This design comes from an exercise in tuning for small area, a short achievable clock period and few clock cycles on the open sky130 flow, not from production work.
The RTL was checked by simulation tests, not by an equivalence proof against the original design.
No activity file was given, so power comes from the tool's default toggle rates.

==> flow/design.v <==
module sun(
    pclk,
    presetn,
    psels,
    penables,
    pwrites,
    paddrs,
    pwdatas,
    prdatas,
    preadys
);
input pclk;
input presetn;
input psels;
input penables;
input pwrites;
input [31:0] paddrs;
input [31:0] pwdatas;
output [31:0] prdatas;
output preadys;
reg        ws;            
reg        rs;            
reg  [3:0] aq;            
reg        pr0;           
reg        prd;           
reg  [7:0] thr;
reg  [7:0] xmax;
reg  [7:0] ymax;
reg  [7:0] x;             
reg  [7:0] y;             
reg  [7:0] p;             
reg [30:0] r0;            
reg [30:0] r1;
reg        ph;            
reg [23:0] nit;           
reg  [7:0] hq;            
reg  [7:0] kq;            
reg  [1:0] st;            
reg        ac;            
reg        dv;            
reg        cl;            
reg  [4:0] c;             
reg [30:0] rd;            
wire       wa   = ws;                 
wire       ra   = rs;                 
wire       a0   = (aq == 4'd0);
wire       a1   = (aq == 4'd1);
wire       a2   = (aq == 4'd2);
wire       a3   = (aq == 4'd3);
wire       a4   = (aq == 4'd4);
wire       pix  = wa & a4;
wire       ctl  = wa & a0 & (p == 8'h01);
wire       busy = ac | dv;
wire [8:0] gb;
assign gb[0] = 1'b0;
genvar i;
generate for (i = 0; i < 8; i = i + 1) begin : g_cmp
    assign gb[i+1] = (p[i] & ~thr[i]) | (~(p[i] ^ thr[i]) & gb[i]);
end endgenerate
wire [7:0] I    = p & {8{gb[8]}};
wire       xend = (x == xmax);
wire       yend = (y == ymax);
reg  [3:0] dig;
always @(*) begin
    case ({ph, c[1]})
        2'b00: dig = y[3:0];
        2'b01: dig = y[7:4];
        2'b10: dig = x[3:0];
        default: dig = x[7:4];
    endcase
end
wire [7:0] pp0 = I & {8{dig[0]}};
wire [7:0] pp1 = I & {8{dig[1]}};
wire [7:0] pp2 = I & {8{dig[2]}};
wire [7:0] pp3 = I & {8{dig[3]}};
wire [8:0] m1c, m2c, m3c;
wire [7:0] m1s, m2s, m3s;
assign m1c[0] = 1'b0;
assign m2c[0] = 1'b0;
assign m3c[0] = 1'b0;
generate for (i = 0; i < 8; i = i + 1) begin : g_mul
    wire a1b = (i < 7) ? pp0[i+1] : 1'b0;
    assign m1s[i]   = a1b ^ pp1[i] ^ m1c[i];
    assign m1c[i+1] = (a1b & pp1[i]) | (m1c[i] & (a1b ^ pp1[i]));
    wire a2b = (i < 7) ? m1s[i+1] : m1c[8];
    assign m2s[i]   = a2b ^ pp2[i] ^ m2c[i];
    assign m2c[i+1] = (a2b & pp2[i]) | (m2c[i] & (a2b ^ pp2[i]));
    wire a3b = (i < 7) ? m2s[i+1] : m2c[8];
    assign m3s[i]   = a3b ^ pp3[i] ^ m3c[i];
    assign m3c[i+1] = (a3b & pp3[i]) | (m3c[i] & (a3b ^ pp3[i]));
end endgenerate
wire [11:0] pr   = {m3c[8], m3s, m2s[0], m1s[0], pp0[0]};
wire        stp  = pix | ac;
wire [15:0] addv = stp ? (c[1] ? {pr, 4'd0} : {4'd0, pr}) : 16'd0;
wire [30:0] ra_in = (ctl | cl) ? 31'd0 : r1;
wire [31:0] rc;
wire [30:0] rsum;
assign rc[0] = 1'b0;
generate for (i = 0; i < 31; i = i + 1) begin : g_ring
    wire b = (i < 16) ? addv[i] : 1'b0;
    assign rsum[i] = ra_in[i] ^ b ^ rc[i];
    assign rc[i+1] = (ra_in[i] & b) | (rc[i] & (ra_in[i] ^ b));
end endgenerate
wire [23:0] rem   = {x, y, p};
wire        first = dv & ((c == 5'd0) | (c == 5'd9));
wire [23:0] ps    = first ? {1'b0, r0[30:8]} : rem;
wire        nb    = first ? r0[7] : kq[7];
wire [24:0] da    = dv ? {ps, nb} : {17'h1ffff, ~I};
wire [24:0] db    = {1'b1, nit};
wire [25:0] dcy;
wire [24:0] t;
assign dcy[0] = 1'b1;
generate for (i = 0; i < 25; i = i + 1) begin : g_div
    assign t[i]     = da[i] ^ db[i] ^ dcy[i];
    assign dcy[i+1] = (da[i] & db[i]) | (dcy[i] & (da[i] ^ db[i]));
end endgenerate
wire        qb    = dcy[25] & ~(&nit);
wire [23:0] rn    = qb ? t[23:0] : {ps[22:0], nb};
wire        dstep = dv & (c != 5'd8) & ((c != 5'd0) | ~ph);
wire  [7:0] stb   = {1'b0, st == 2'b00, 2'b00, st == 2'b00, 1'b0, st};
always @(posedge pclk) begin
    ws <= psels & ~penables & pwrites & (paddrs[7:4] == 4'd0);
    rs <= psels & ~penables & ~pwrites & (paddrs[7:4] == 4'd0);
    aq <= paddrs[3:0];
    if (!busy)
        p <= pwdatas[7:0];
    if (wa & a1) thr  <= pwdatas[7:0];
    if (wa & a2) xmax <= pwdatas[7:0];
    if (wa & a3) ymax <= pwdatas[7:0];
    r0 <= rsum;
    r1 <= r0;
    ph <= ~ph;
    if (ctl) begin
        nit <= 24'hffffff;
        x   <= 8'd1;
        y   <= 8'd1;
        st  <= 2'b01;
        cl  <= 1'b1;
    end
    if (cl)
        cl <= 1'b0;
    if (ra) begin
        case (aq)
            4'h1: rd[7:0] <= thr;
            4'h5: rd[7:0] <= stb;
            4'h6, 4'h7: rd <= (r0 & {31{aq[0] ^ ~ph}}) | (r1 & {31{aq[0] ^ ph}});
            4'h8: rd <= {23'd0, hq};
            4'h9: rd <= {23'd0, kq};
            default: ;
        endcase
    end
    if (stp) begin
        ac <= 1'b1;
        c  <= c + 5'd1;
        if (c[1:0] == 2'd0)
            nit <= t[23:0];
        if (c[1:0] == 2'd3) begin
            ac <= 1'b0;
            c  <= 5'd0;
            if (xend) begin
                x <= 8'd1;
                if (yend) begin
                    st <= 2'b11;
                    dv <= 1'b1;
                end else begin
                    y  <= y + 8'd1;
                    st <= 2'b10;
                end
            end else begin
                x  <= x + 8'd1;
                st <= 2'b10;
            end
        end
    end
    if (dv) begin
        if ((c != 5'd0) | ~ph)
            c <= c + 5'd1;
        if (dstep) begin
            {x, y, p} <= rn;
            kq <= first ? {r0[6:0], qb} : {kq[6:0], qb};
        end
        if (c == 5'd8)
            hq <= kq;
        if (c == 5'd16) begin
            dv <= 1'b0;
            c  <= 5'd0;
            st <= 2'b00;
        end
    end
    pr0 <= wa & (aq <= 4'd4);
    prd <= pr0;
    if (!presetn) begin
        pr0 <= 1'b0;
        prd <= 1'b0;
        ac  <= 1'b0;
        dv  <= 1'b0;
        cl  <= 1'b0;
        c   <= 5'd0;
        ph  <= 1'b0;
    end
end
assign prdatas = {1'b0, rd};
assign preadys = prd;
endmodule
Settings: LEC_CHECK=0, CAP_MARGIN=20, CORE_MARGIN=2, CORE_UTILIZATION=40, GPL_TIMING_DRIVEN=0, PLACE_DENSITY=0.6, SLEW_MARGIN=20; clock period 80.0 ns.
standard.sh (not shown) runs the stock make flow with config.mk's settings and CLKGATE_MAP_FILE= SYNTH_SCRIPT=/design/flow/synth_recipe.tcl, a recipe that flattens the netlist after the stock synthesis.
==> flow/flow/run.sh <==
#!/bin/bash
# Own layout flow: the standard flow (standard.sh) with these changes in how the
# layout is made:
#  - synthesis maps the logic with an area-oriented ABC script (flow/abc_area.script)
#    instead of ORFS's delay-oriented one, and skips the quick generic ABC pass inside
#    Yosys's synth (synth -noabc for the fine stage), so the full adders written in
#    the RTL reach Yosys's full-adder extraction as written. Everything else in
#    synthesis is unchanged, so the registers (names, count, cells) are the standard
#    synthesis's;
#  - the port buffers are sky130_fd_sc_hd__buf_1 cells;
#  - clock tree synthesis adds no dummy loads (same tree otherwise).
# Each make run writes its full output to a log file in the work folder.
set -euo pipefail
W=$(pwd)
S="$W/scripts_area"
rm -rf "$S"
cp -r "$FLOW_HOME/scripts" "$S"
cp "$W/flow/abc_area.script" "$S/abc_speed.script"
sed -i 's/-run fine: {\*}\$synth_full_args/-run fine: -noabc {*}$synth_full_args/' "$S/synth.tcl"
grep -q -- '-run fine: -noabc' "$S/synth.tcl"
bash standard.sh SCRIPTS_DIR="$S" synth > "$W/make_synth.log" 2>&1
bash standard.sh BUFFER_PORTS_ARGS="-buffer_cell sky130_fd_sc_hd__buf_1" \
    CTS_ARGS="-sink_clustering_enable -repair_clock_nets -dont_use_dummy_load -root_buf sky130_fd_sc_hd__clkbuf_16 -buf_list sky130_fd_sc_hd__clkbuf_8" \
    finish > "$W/make_finish.log" 2>&1
==> flow/flow/abc_area.script <==
strash
dch -f
amap
The first run finished with timing, DRC and antenna clean.
Testbench counts at the start, summed over its fixed seeds: cycles 20,016.
Change:
==> flow/flow/run.sh (replaced) <==
#!/bin/bash
# Own layout flow: the standard flow (standard.sh) with two changes in how the
# layout is made:
#  - synthesis maps the logic with an area-oriented ABC script (flow/abc_area.script)
#    instead of ORFS's delay-oriented one; everything else in synthesis is unchanged,
#    so the registers (names, count, cells) are the standard synthesis's;
#  - the port buffers are sky130_fd_sc_hd__buf_2 cells.
# Each make run writes its full output to a log file in the work folder.
set -euo pipefail
W=$(pwd)
S="$W/scripts_area"
rm -rf "$S"
cp -r "$FLOW_HOME/scripts" "$S"
cp "$W/flow/abc_area.script" "$S/abc_speed.script"
bash standard.sh SCRIPTS_DIR="$S" synth > "$W/make_synth.log" 2>&1
bash standard.sh BUFFER_PORTS_ARGS="-buffer_cell sky130_fd_sc_hd__buf_2" finish > "$W/make_finish.log" 2>&1
Settings changed: CAP_MARGIN 20 to 0, GPL_TIMING_DRIVEN 0 to not set, SLEW_MARGIN 20 to 0.
After rerunning: Wire length increases by 2.9%; via count increases by 4.9%; worst setup slack loses 0.038 ns; maximum frequency hardly moves; final area increases by 5.0%; hold slack loses 0.0052 ns.
Change:
==> flow/flow/run.sh (replaced) <==
#!/bin/bash
# Own layout flow: the standard flow (standard.sh) with these changes in how the
# layout is made:
#  - synthesis maps the logic with an area-oriented ABC script (flow/abc_area.script)
#    instead of ORFS's delay-oriented one; everything else in synthesis is unchanged,
#    so the registers (names, count, cells) are the standard synthesis's;
#  - the port buffers are sky130_fd_sc_hd__buf_1 cells;
#  - clock tree synthesis adds no dummy loads (same tree otherwise).
# Each make run writes its full output to a log file in the work folder.
set -euo pipefail
W=$(pwd)
S="$W/scripts_area"
rm -rf "$S"
cp -r "$FLOW_HOME/scripts" "$S"
cp "$W/flow/abc_area.script" "$S/abc_speed.script"
bash standard.sh SCRIPTS_DIR="$S" synth > "$W/make_synth.log" 2>&1
bash standard.sh BUFFER_PORTS_ARGS="-buffer_cell sky130_fd_sc_hd__buf_1" \
    CTS_ARGS="-sink_clustering_enable -repair_clock_nets -dont_use_dummy_load" finish > "$W/make_finish.log" 2>&1
Settings changed: CAP_MARGIN 0 to 20, SLEW_MARGIN 0 to 20.
=> Register-to-register slack barely changes; non-clock buffer count does not change; sequential power stays flat; area after synthesis stays the same.
Change:
==> flow/flow/run.sh (replaced) <==
#!/bin/bash
# Own layout flow: the standard flow (standard.sh) with two changes in how the
# layout is made:
#  - synthesis maps the logic with an area-oriented ABC script (flow/abc_area.script)
#    instead of ORFS's delay-oriented one; everything else in synthesis is unchanged,
#    so the registers (names, count, cells) are the standard synthesis's;
#  - the port buffers are sky130_fd_sc_hd__buf_2 cells.
# Each make run writes its full output to a log file in the work folder.
set -euo pipefail
W=$(pwd)
S="$W/scripts_area"
rm -rf "$S"
cp -r "$FLOW_HOME/scripts" "$S"
cp "$W/flow/abc_area.script" "$S/abc_speed.script"
bash standard.sh SCRIPTS_DIR="$S" synth > "$W/make_synth.log" 2>&1
bash standard.sh BUFFER_PORTS_ARGS="-buffer_cell sky130_fd_sc_hd__buf_2" finish > "$W/make_finish.log" 2>&1
=> Clock-buffer cell count stays the same. Maximum frequency hardly moves. Worst setup slack degrades by 0.015 ns. Area after synthesis stays the same. Power increases by about 6%. Non-clock buffer count stays the same. Routed wire length increases by 0.82%. Via count increases by 0.83%. Utilization increases by 0.81 points. Die area stays the same. Sequential power hardly moves.
Change:
==> flow/flow/run.sh (replaced) <==
#!/bin/bash
# Own layout flow: the standard flow (standard.sh) with these changes in how the
# layout is made:
#  - synthesis maps the logic with an area-oriented ABC script (flow/abc_area.script)
#    instead of ORFS's delay-oriented one, and skips the quick generic ABC pass inside
#    Yosys's synth (synth -noabc for the fine stage), so the full adders written in
#    the RTL reach Yosys's full-adder extraction as written. Everything else in
#    synthesis is unchanged, so the registers (names, count, cells) are the standard
#    synthesis's;
#  - the port buffers are sky130_fd_sc_hd__buf_1 cells;
#  - clock tree synthesis adds no dummy loads and uses clkbuf_8 below a clkbuf_16 root.
# Each make run writes its full output to a log file in the work folder.
set -euo pipefail
W=$(pwd)
S="$W/scripts_area"
rm -rf "$S"
cp -r "$FLOW_HOME/scripts" "$S"
cp "$W/flow/abc_area.script" "$S/abc_speed.script"
sed -i 's/-run fine: {\*}\$synth_full_args/-run fine: -noabc {*}$synth_full_args/' "$S/synth.tcl"
grep -q -- '-run fine: -noabc' "$S/synth.tcl"
bash standard.sh SCRIPTS_DIR="$S" synth > "$W/make_synth.log" 2>&1
bash standard.sh BUFFER_PORTS_ARGS="-buffer_cell sky130_fd_sc_hd__buf_1" \
    CTS_ARGS="-sink_clustering_enable -repair_clock_nets -dont_use_dummy_load -root_buf sky130_fd_sc_hd__clkbuf_16 -buf_list sky130_fd_sc_hd__clkbuf_8" \
    finish > "$W/make_finish.log" 2>&1
Settings changed: GPL_TIMING_DRIVEN set to 0.
Effect: Die area decreases by 1.8%; power decreases by 14%; wire length decreases by 2.8%; clock-buffer cell count is unchanged; via count decreases by 5.1%; register-to-register slack loses 0.86 ns; final area decreases by 4.8%.

[port drivers added, routing unchanged]
In the flow no input, the clock included, has a driving cell. The finished layouts below were timed again as built, in two steps. Step 1: set_driving_cell puts a clkbuf_16 on pclk and a buf_2 on each other input, an assumption about the parent block. Step 2, shift: input delay + t, output delay - t, t = (earliest + latest rising clock arrival at the registers) / 2. This alone moves slack from input paths to output paths. Slacks: no drivers / after step 1 / after step 2; pairs: no drivers / after step 1.
run | t (ns) | slack for setup (ns) | latest minus earliest clock arrival (ns) | worst register clock-pin slew, ns | worst slew at a driven data input, ns
the first run | 0.426 | 63.074 / 63.031 / 62.756 | 0.032 / 0.032 | 0.10 / 0.10 | 0.04
the second run | 0.481 | 63.036 / 62.993 / 63.064 | 0.014 / 0.014 | 0.08 / 0.08 | 0.03
the third run | 0.476 | 63.050 / 63.003 / 63.069 | 0.027 / 0.027 | 0.08 / 0.08 | 0.03
the fourth run | 0.479 | 63.036 / 62.993 / 63.064 | 0.014 / 0.014 | 0.08 / 0.08 | 0.03
the fifth run | 0.426 | 63.074 / 63.031 / 62.756 | 0.032 / 0.032 | 0.10 / 0.10 | 0.04
After both steps every run listed still meets setup and hold.
